From an optimization exercise on the open Yosys and OpenROAD flow, aimed at small area; shortcuts taken in it are not production practice.
Only simulation tests tie the RTL to the original design; equivalence was not proved.
Power is estimated from default activity; no workload was simulated.

==> trial 21: inputs <==
==> flow/design.v (excerpt) <==
module ov5640_cfg(
    input                   sysclk          ,
    input                   rst_n           ,
    output                  cmos_sclk       ,
    input                   cmos_sdat_in    ,
    output                  cmos_sdat_out   ,
    output                  cmos_sdat_oe    ,
    output                  cfg_done        ,
    output      [7:0]       rd_data
);
==> module ov5640_sccb, before the edit <==
module ov5640_sccb(
    input                   sysclk      ,    
    input                   rst_n       ,
    input                   run         ,    
    input                   tbit        ,    
    output      [ 4:0]      sel         ,
    output                  nxt         ,
    output reg  [ 7:0]      rd_data     ,
    output reg              cmos_sclk   ,
    input                   cmos_sdat_in ,
    output                  cmos_sdat_out,
    output                  cmos_sdat_oe
);
reg         [1:0]           byt ;
reg         [3:0]           bc  ;
reg                         h   ;
reg                         sdat;    
reg         [1:0]           byt_n;   
reg         [3:0]           bc_n ;
reg                         h_n  ;
wire        tail    = bc[3] & (bc[2] | bc[1] | bc[0]);    
wire        ack     = bc[3] & ~(bc[2] | bc[1] | bc[0]);   
wire        tail_n  = bc_n[3] & (bc_n[2] | bc_n[1] | bc_n[0]);
assign sel = {byt_n, bc_n[2:0]};
assign nxt = byt[1] & byt[0] & (bc == 4'd10);
always @(*) begin
    byt_n = byt;
    bc_n  = bc;
    h_n   = h;
    if (run == 1'b1) begin
        if (tail) begin
            {byt_n, bc_n} = {byt, bc} + 6'd1;
            h_n           = (bc == 4'd14);
        end else begin
            h_n = ~h;
            if (h) begin
                if (ack && byt != 2'd3) begin
                    byt_n = byt + 2'd1;
                    bc_n  = 4'd0;
                end else begin
                    bc_n  = bc + 4'd1;
                end
            end
        end
    end
end
always @(posedge sysclk or negedge rst_n) begin
    if (rst_n == 1'b0) begin
        byt  <= 2'd3;
        bc   <= 4'd11;
        h    <= 1'b0;
        sdat <= 1'b1;
    end else begin
        byt  <= byt_n;
        bc   <= bc_n;
        h    <= h_n;
        sdat <= tail_n ? ~(bc_n[0] & (bc_n[1] ~^ bc_n[2])) : tbit;
    end
end
assign cmos_sdat_out = sdat;
assign cmos_sdat_oe  = ~ack;
always @(negedge sysclk or negedge rst_n) begin
    if (rst_n == 1'b0)
        cmos_sclk <= 1'b1;
    else
        cmos_sclk <= ~h;
end
always @(posedge sysclk or negedge rst_n) begin
    if (rst_n == 1'b0)
        rd_data <= 8'd0;
    else if (ack && !h)
        rd_data <= {rd_data[6:0], cmos_sdat_in};
end
endmodule
clock: 10.0 ns
lec_check: 0
cap_margin: 20
core_margin: 2
core_utilization: 25
cts_buf_list: sky130_fd_sc_hd__clkbuf_8
gpl_timing_driven: 0
place_density: 0.45
slew_margin: 20
synth_memory_max_bits: 65536
standard.sh (not shown) runs the stock make flow with config.mk's settings and CLKGATE_MAP_FILE= SYNTH_SCRIPT=/design/flow/synth_recipe.tcl, a recipe that flattens the netlist after the stock synthesis.
==> flow/flow/run.sh <==
#!/bin/bash
# Own flow: the standard layout, except that synthesis maps the logic with an
# area-oriented ABC script (flow/area.abc) instead of ORFS's speed script. Everything
# else in synthesis (and so every register, its name and cell) is the standard one.
set -euo pipefail
W=$(pwd)
# ORFS's synth.tcl with the ABC script swapped after synth_preamble.tcl has set abc_args
sed "s#^source \$::env(SCRIPTS_DIR)/synth_preamble.tcl#&\nset abc_args [lreplace \$abc_args 1 1 $W/flow/area.abc]#" \
  "$FLOW_HOME/scripts/synth.tcl" > "$W/synth_area.tcl"
grep -q "flow/area.abc" "$W/synth_area.tcl"
# The standard flow's synthesis script, sourcing the modified synth.tcl
sed "s#source \$::env(SCRIPTS_DIR)/synth.tcl#source $W/synth_area.tcl#" \
  "$W/synth_recipe.tcl" > "$W/synth_recipe_area.tcl"
grep -q "synth_area.tcl" "$W/synth_recipe_area.tcl"
bash standard.sh synth SYNTH_SCRIPT="$W/synth_recipe_area.tcl" > "$W/synth.log" 2>&1
grep -q "flow/area.abc" "$W"/orfs/logs/*/ov5640_cfg/base/1_2_yosys.log
bash standard.sh > "$W/layout.log" 2>&1
==> flow/flow/area.abc <==
strash
&get -n
&deepsyn -T 120
&put
dch -f
map -a
strash
dch -f
map -a
topo
==> build 54 (differences from trial 21) <==
--- a/flow/design.v
+++ b/flow/design.v
@@ -28,19 +28,17 @@
     byt_n = byt;
     bc_n  = bc;
     h_n   = h;
-    if (run == 1'b1) begin
-        if (tail) begin
-            {byt_n, bc_n} = {byt, bc} + 6'd1;
-            h_n           = (bc == 4'd14);
-        end else begin
-            h_n = ~h;
-            if (h) begin
-                if (ack && byt != 2'd3) begin
-                    byt_n = byt + 2'd1;
-                    bc_n  = 4'd0;
-                end else begin
-                    bc_n  = bc + 4'd1;
-                end
+    if (tail) begin
+        {byt_n, bc_n} = {byt, bc} + {5'd0, run};
+        h_n           = (bc == 4'd14);
+    end else begin
+        h_n = ~h;
+        if (h) begin
+            if (ack && byt != 2'd3) begin
+                byt_n = byt + 2'd1;
+                bc_n  = 4'd0;
+            end else begin
+                bc_n  = bc + 4'd1;
             end
         end
     end
==> flow/flow/run.sh (replaced) <==
#!/bin/bash
# Own flow: the standard layout, except for two things.
# 1. Synthesis maps the logic with area-oriented ABC scripts (flow/area1..4.abc) instead of
#    ORFS's speed script: it is run once per script, each in a folder of its own, and the
#    run with the smallest cell area is kept as the synthesis of the layout. Everything else
#    in synthesis (and so every register, its name and cell) is the standard one.
# 2. Port buffers use sky130_fd_sc_hd__buf_2.
set -euo pipefail
W=$(pwd)
for k in 1 2 3 4; do
  # ORFS's synth.tcl with the ABC script swapped after synth_preamble.tcl has set abc_args
  sed "s#^source \$::env(SCRIPTS_DIR)/synth_preamble.tcl#&\nset abc_args [lreplace \$abc_args 1 1 $W/flow/area$k.abc]#" \
    "$FLOW_HOME/scripts/synth.tcl" > "$W/synth_area$k.tcl"
  grep -q "flow/area$k.abc" "$W/synth_area$k.tcl"
  # The standard flow's synthesis script, sourcing the modified synth.tcl
  sed "s#source \$::env(SCRIPTS_DIR)/synth.tcl#source $W/synth_area$k.tcl#" \
    "$W/synth_recipe.tcl" > "$W/synth_recipe_area$k.tcl"
  grep -q "synth_area$k.tcl" "$W/synth_recipe_area$k.tcl"
  # standard.sh with its own ORFS work folder
  sed "s#WORK_HOME=$W/orfs #WORK_HOME=$W/orfs_$k #" standard.sh > "$W/standard_$k.sh"
  grep -q "WORK_HOME=$W/orfs_$k " "$W/standard_$k.sh"
  bash "$W/standard_$k.sh" synth SYNTH_SCRIPT="$W/synth_recipe_area$k.tcl" > "$W/synth_$k.log" 2>&1 &
done
wait
best=""; best_area=""
for k in 1 2 3 4; do
  rpt=$(ls "$W"/orfs_$k/reports/*/ov5640_cfg/base/synth_stat.txt 2>/dev/null || true)
  [[ -n "$rpt" && -f "$(ls "$W"/orfs_$k/results/*/ov5640_cfg/base/1_synth.odb 2>/dev/null)" ]] || continue
  grep -q "flow/area$k.abc" "$W"/orfs_$k/logs/*/ov5640_cfg/base/1_2_yosys.log || continue
  a=$(grep "Chip area for module" "$rpt" | awk '{print $NF}')
  echo "synthesis $k: area $a" >> "$W/synth_choice.log"
  if [[ -z "$best" ]] || awk -v a="$a" -v b="$best_area" 'BEGIN{exit !(a < b)}'; then best=$k; best_area=$a; fi
done
[[ -n "$best" ]]
echo "kept synthesis $best ($best_area)" >> "$W/synth_choice.log"
cp -a "$W/orfs_$best" "$W/orfs"
# ports get the small buf_2 as their buffer instead of clkdlybuf4s50_1
bash standard.sh finish "BUFFER_PORTS_ARGS=-buffer_cell sky130_fd_sc_hd__buf_2" > "$W/layout.log" 2>&1
==> flow/flow/area1.abc (new file) <==
strash
&get -n
&deepsyn -T 120
&put
&get -n
&dch -f
&nf -R 1000 -p -F 8 -A 8 -C 32
&put
strash
&get -n
&dch -f
&nf -R 1000 -p -F 8 -A 8 -C 32
&put
strash
&get -n
&dch -f
&nf -R 1000 -p -F 8 -A 8 -C 32
&put
topo
==> flow/flow/area2.abc (new file) <==
strash
&get -n
&deepsyn -T 120 -S 3
&put
&get -n
&dch -f
&nf -R 1000 -p -F 8 -A 8 -C 32
&put
strash
&get -n
&dch -f
&nf -R 1000 -p -F 8 -A 8 -C 32
&put
strash
&get -n
&dch -f
&nf -R 1000 -p -F 8 -A 8 -C 32
&put
topo
==> flow/flow/area3.abc (new file) <==
strash
&get -n
&deepsyn -T 120 -S 1
&put
&get -n
&dch -f
&nf -R 1000 -p -F 8 -A 8 -C 32
&put
strash
&get -n
&dch -f
&nf -R 1000 -p -F 8 -A 8 -C 32
&put
strash
&get -n
&dch -f
&nf -R 1000 -p -F 8 -A 8 -C 32
&put
topo
==> flow/flow/area4.abc (new file) <==
strash
&get -n
&deepsyn -T 120
&put
dch -f
map -a
strash
dch -f
map -a
topo
--- a/flow/config.mk
+++ b/flow/config.mk
@@ -5,11 +5,11 @@
 export SDC_FILE = /design/flow/constraint.sdc
 export NUM_CORES = 4
 export LEC_CHECK = 0
-export CAP_MARGIN = 20
+export CAP_MARGIN = 10
 export CORE_MARGIN = 2
 export CORE_UTILIZATION = 25
 export CTS_BUF_LIST = sky130_fd_sc_hd__clkbuf_8
 export GPL_TIMING_DRIVEN = 0
 export PLACE_DENSITY = 0.45
-export SLEW_MARGIN = 20
+export SLEW_MARGIN = 10
 export SYNTH_MEMORY_MAX_BITS = 65536
removed: flow/flow/area.abc
==> trial 84 (differences from trial 21) <==
--- a/flow/design.v
+++ b/flow/design.v
@@ -13,52 +13,35 @@
     output                  cmos_sdat_oe
 );
 reg         [1:0]           byt ;
-reg         [3:0]           bc  ;
+reg         [3:0]           bc ;
 reg                         h   ;
-reg                         sdat;    
-reg         [1:0]           byt_n;   
-reg         [3:0]           bc_n ;
-reg                         h_n  ;
 wire        tail    = bc[3] & (bc[2] | bc[1] | bc[0]);    
 wire        ack     = bc[3] & ~(bc[2] | bc[1] | bc[0]);   
-wire        tail_n  = bc_n[3] & (bc_n[2] | bc_n[1] | bc_n[0]);
-assign sel = {byt_n, bc_n[2:0]};
+assign sel = {byt, bc[2:0]};
 assign nxt = byt[1] & byt[0] & (bc == 4'd10);
-always @(*) begin
-    byt_n = byt;
-    bc_n  = bc;
-    h_n   = h;
-    if (run == 1'b1) begin
+always @(posedge sysclk or negedge rst_n) begin
+    if (rst_n == 1'b0) begin
+        byt <= 2'd3;
+        bc <= 4'd11;
+        h   <= 1'b0;
+    end else if (run == 1'b1) begin
         if (tail) begin
-            {byt_n, bc_n} = {byt, bc} + 6'd1;
-            h_n           = (bc == 4'd14);
+            {byt, bc} <= {byt, bc} + 6'd1;
+            h          <= (bc == 4'd14);
         end else begin
-            h_n = ~h;
+            h <= ~h;
             if (h) begin
                 if (ack && byt != 2'd3) begin
-                    byt_n = byt + 2'd1;
-                    bc_n  = 4'd0;
+                    byt <= byt + 2'd1;
+                    bc <= 4'd0;
                 end else begin
-                    bc_n  = bc + 4'd1;
+                    bc <= bc + 4'd1;
                 end
             end
         end
     end
 end
-always @(posedge sysclk or negedge rst_n) begin
-    if (rst_n == 1'b0) begin
-        byt  <= 2'd3;
-        bc   <= 4'd11;
-        h    <= 1'b0;
-        sdat <= 1'b1;
-    end else begin
-        byt  <= byt_n;
-        bc   <= bc_n;
-        h    <= h_n;
-        sdat <= tail_n ? ~(bc_n[0] & (bc_n[1] ~^ bc_n[2])) : tbit;
-    end
-end
-assign cmos_sdat_out = sdat;
+assign cmos_sdat_out = tail ? ~(bc[0] & (bc[1] ~^ bc[2])) : tbit;
 assign cmos_sdat_oe  = ~ack;
 always @(negedge sysclk or negedge rst_n) begin
     if (rst_n == 1'b0)
==> flow/run.sh (new file) <==
#!/bin/bash
# synth_recipe.tcl (not shown) runs the flow's synth.tcl, then flattens the netlist and writes it again
# the make line also repeats each setting of config.mk as NAME=value (left out here)
make -C /OpenROAD-flow-scripts/flow DESIGN_CONFIG=/design/flow/config.mk WORK_HOME=/design/flow/orfs CLKGATE_MAP_FILE= SYNTH_SCRIPT=/design/flow/synth_recipe.tcl finish
==> flow/config.mk (replaced) <==
export PLATFORM = sky130hd
export DESIGN_NAME = ov5640_cfg
export DESIGN_NICKNAME = ov5640_cfg
export VERILOG_FILES = /design/flow/design.v
export SDC_FILE = /design/flow/constraint.sdc
export NUM_CORES = 4
export LEC_CHECK = 0
export ABC_AREA = 1
export CAP_MARGIN = 20
export CORE_MARGIN = 2
export CORE_UTILIZATION = 25
export PLACE_DENSITY = 0.45
export SLEW_MARGIN = 20
export SYNTH_MEMORY_MAX_BITS = 65536
removed: flow/flow/run.sh
removed: flow/flow/area.abc
removed: flow/standard.sh
==> run_summary.xml <==
<?xml version="1.0" encoding="UTF-8"?>
<metrics>
  <group name="run_status">
    <metric name="outcome" unit="">timing/DRC/antenna clean</metric>
  </group>
  <group name="power_and_ir_drop">
    <metric name="pwr-share-comb" unit="%">2.3</metric>
  </group>
  <group name="finish">
    <metric name="nFillCells" unit="">2361</metric>
    <metric name="layout.cells.most_common" unit="">sky130_fd_sc_hd__nor2_1</metric>
    <metric name="seqAreaFraction" unit="%">11.3</metric>
  </group>
  <group name="setup_path">
    <metric name="timing.reg2reg.worst_path_depth" unit="">14</metric>
  </group>
  <group name="floorplanning">
    <metric name="die_width" unit="um">148</metric>
  </group>
  <group name="synthesis">
    <metric name="main_combinational_cell_family_by_area_after_synthesis" unit="">compound AO/OA/AOI/OAI gates</metric>
    <metric name="syn_avg_cell_area" unit="sq um">5.79</metric>
  </group>
  <group name="route">
    <metric name="pre_antenna_drt_iters" unit="">8</metric>
    <metric name="wl_met3" unit="mm">6.13</metric>
  </group>
  <group name="cts">
    <metric name="clock_insertion_delay_worst_skew" unit="ns">0.33</metric>
  </group>
  <group name="global_route">
    <metric name="first_global_vias" unit="">7900</metric>
    <metric name="grt_met1_use" unit="%">50.2</metric>
  </group>
  <group name="sta">
    <metric name="headroom_to_the_max_slew_limit" unit="%">20.3</metric>
  </group>
</metrics>
[end of results for trial 21]
==> run_summary.xml <==
<?xml version="1.0" encoding="UTF-8"?>
<metrics>
  <group name="run_status">
    <metric name="outcome" unit="">timing/DRC/antenna clean</metric>
  </group>
  <group name="route">
    <metric name="pre_antenna_drt_iters" unit="">9</metric>
    <metric name="wl_met3" unit="mm">5.87</metric>
  </group>
  <group name="setup_path">
    <metric name="timing.reg2reg.worst_path_depth" unit="">1</metric>
  </group>
  <group name="synthesis">
    <metric name="syn_avg_cell_area" unit="sq um">5.15</metric>
    <metric name="main_combinational_cell_family_by_area_after_synthesis" unit="">simple AND/OR/NAND/NOR gates</metric>
  </group>
  <group name="finish">
    <metric name="layout.cells.most_common" unit="">sky130_fd_sc_hd__nand2_1</metric>
    <metric name="seqAreaFraction" unit="%">9.48</metric>
  </group>
  <group name="global_route">
    <metric name="first_global_vias" unit="">8511</metric>
    <metric name="grt_met1_use" unit="%">44.6</metric>
  </group>
  <group name="power_and_ir_drop">
    <metric name="pwr-share-comb" unit="%">2.5</metric>
  </group>
  <group name="sta">
    <metric name="headroom_to_the_max_slew_limit" unit="%">41.7</metric>
  </group>
</metrics>
[end of results for trial 84]
==> run_summary.xml <==
<?xml version="1.0" encoding="UTF-8"?>
<metrics>
  <group name="finish">
    <metric name="nFillCells" unit="">2324</metric>
    <metric name="layout.cells.most_common" unit="">sky130_fd_sc_hd__nand2_1</metric>
    <metric name="seqAreaFraction" unit="%">11.8</metric>
  </group>
  <group name="synthesis">
    <metric name="main_combinational_cell_family_by_area_after_synthesis" unit="">compound AO/OA/AOI/OAI gates</metric>
    <metric name="syn_avg_cell_area" unit="sq um">6.53</metric>
  </group>
  <group name="setup_path">
    <metric name="timing.reg2reg.worst_path_depth" unit="">13</metric>
    <metric name="category_of_the_worst_setup_path_launch_point" unit="">register</metric>
  </group>
  <group name="global_route">
    <metric name="wire_length_of_the_first_global_routing_pass" unit="mm">57.4</metric>
  </group>
  <group name="route">
    <metric name="wl_met3" unit="mm">5.51</metric>
    <metric name="pre_antenna_drt_iters" unit="">9</metric>
  </group>
  <group name="floorplanning">
    <metric name="die_width" unit="um">146</metric>
    <metric name="initial_utilization" unit="%">25.6</metric>
    <metric name="nWellTaps" unit="">265</metric>
  </group>
  <group name="sta">
    <metric name="grt_setup_unrepaired" unit="">false</metric>
    <metric name="headroom_to_the_max_slew_limit" unit="%">9.81</metric>
  </group>
  <group name="power_and_ir_drop">
    <metric name="pwr-share-comb" unit="%">1.9</metric>
  </group>
  <group name="run_status">
    <metric name="outcome" unit="">timing/DRC/antenna clean</metric>
  </group>
</metrics>
[end of results for build 54]
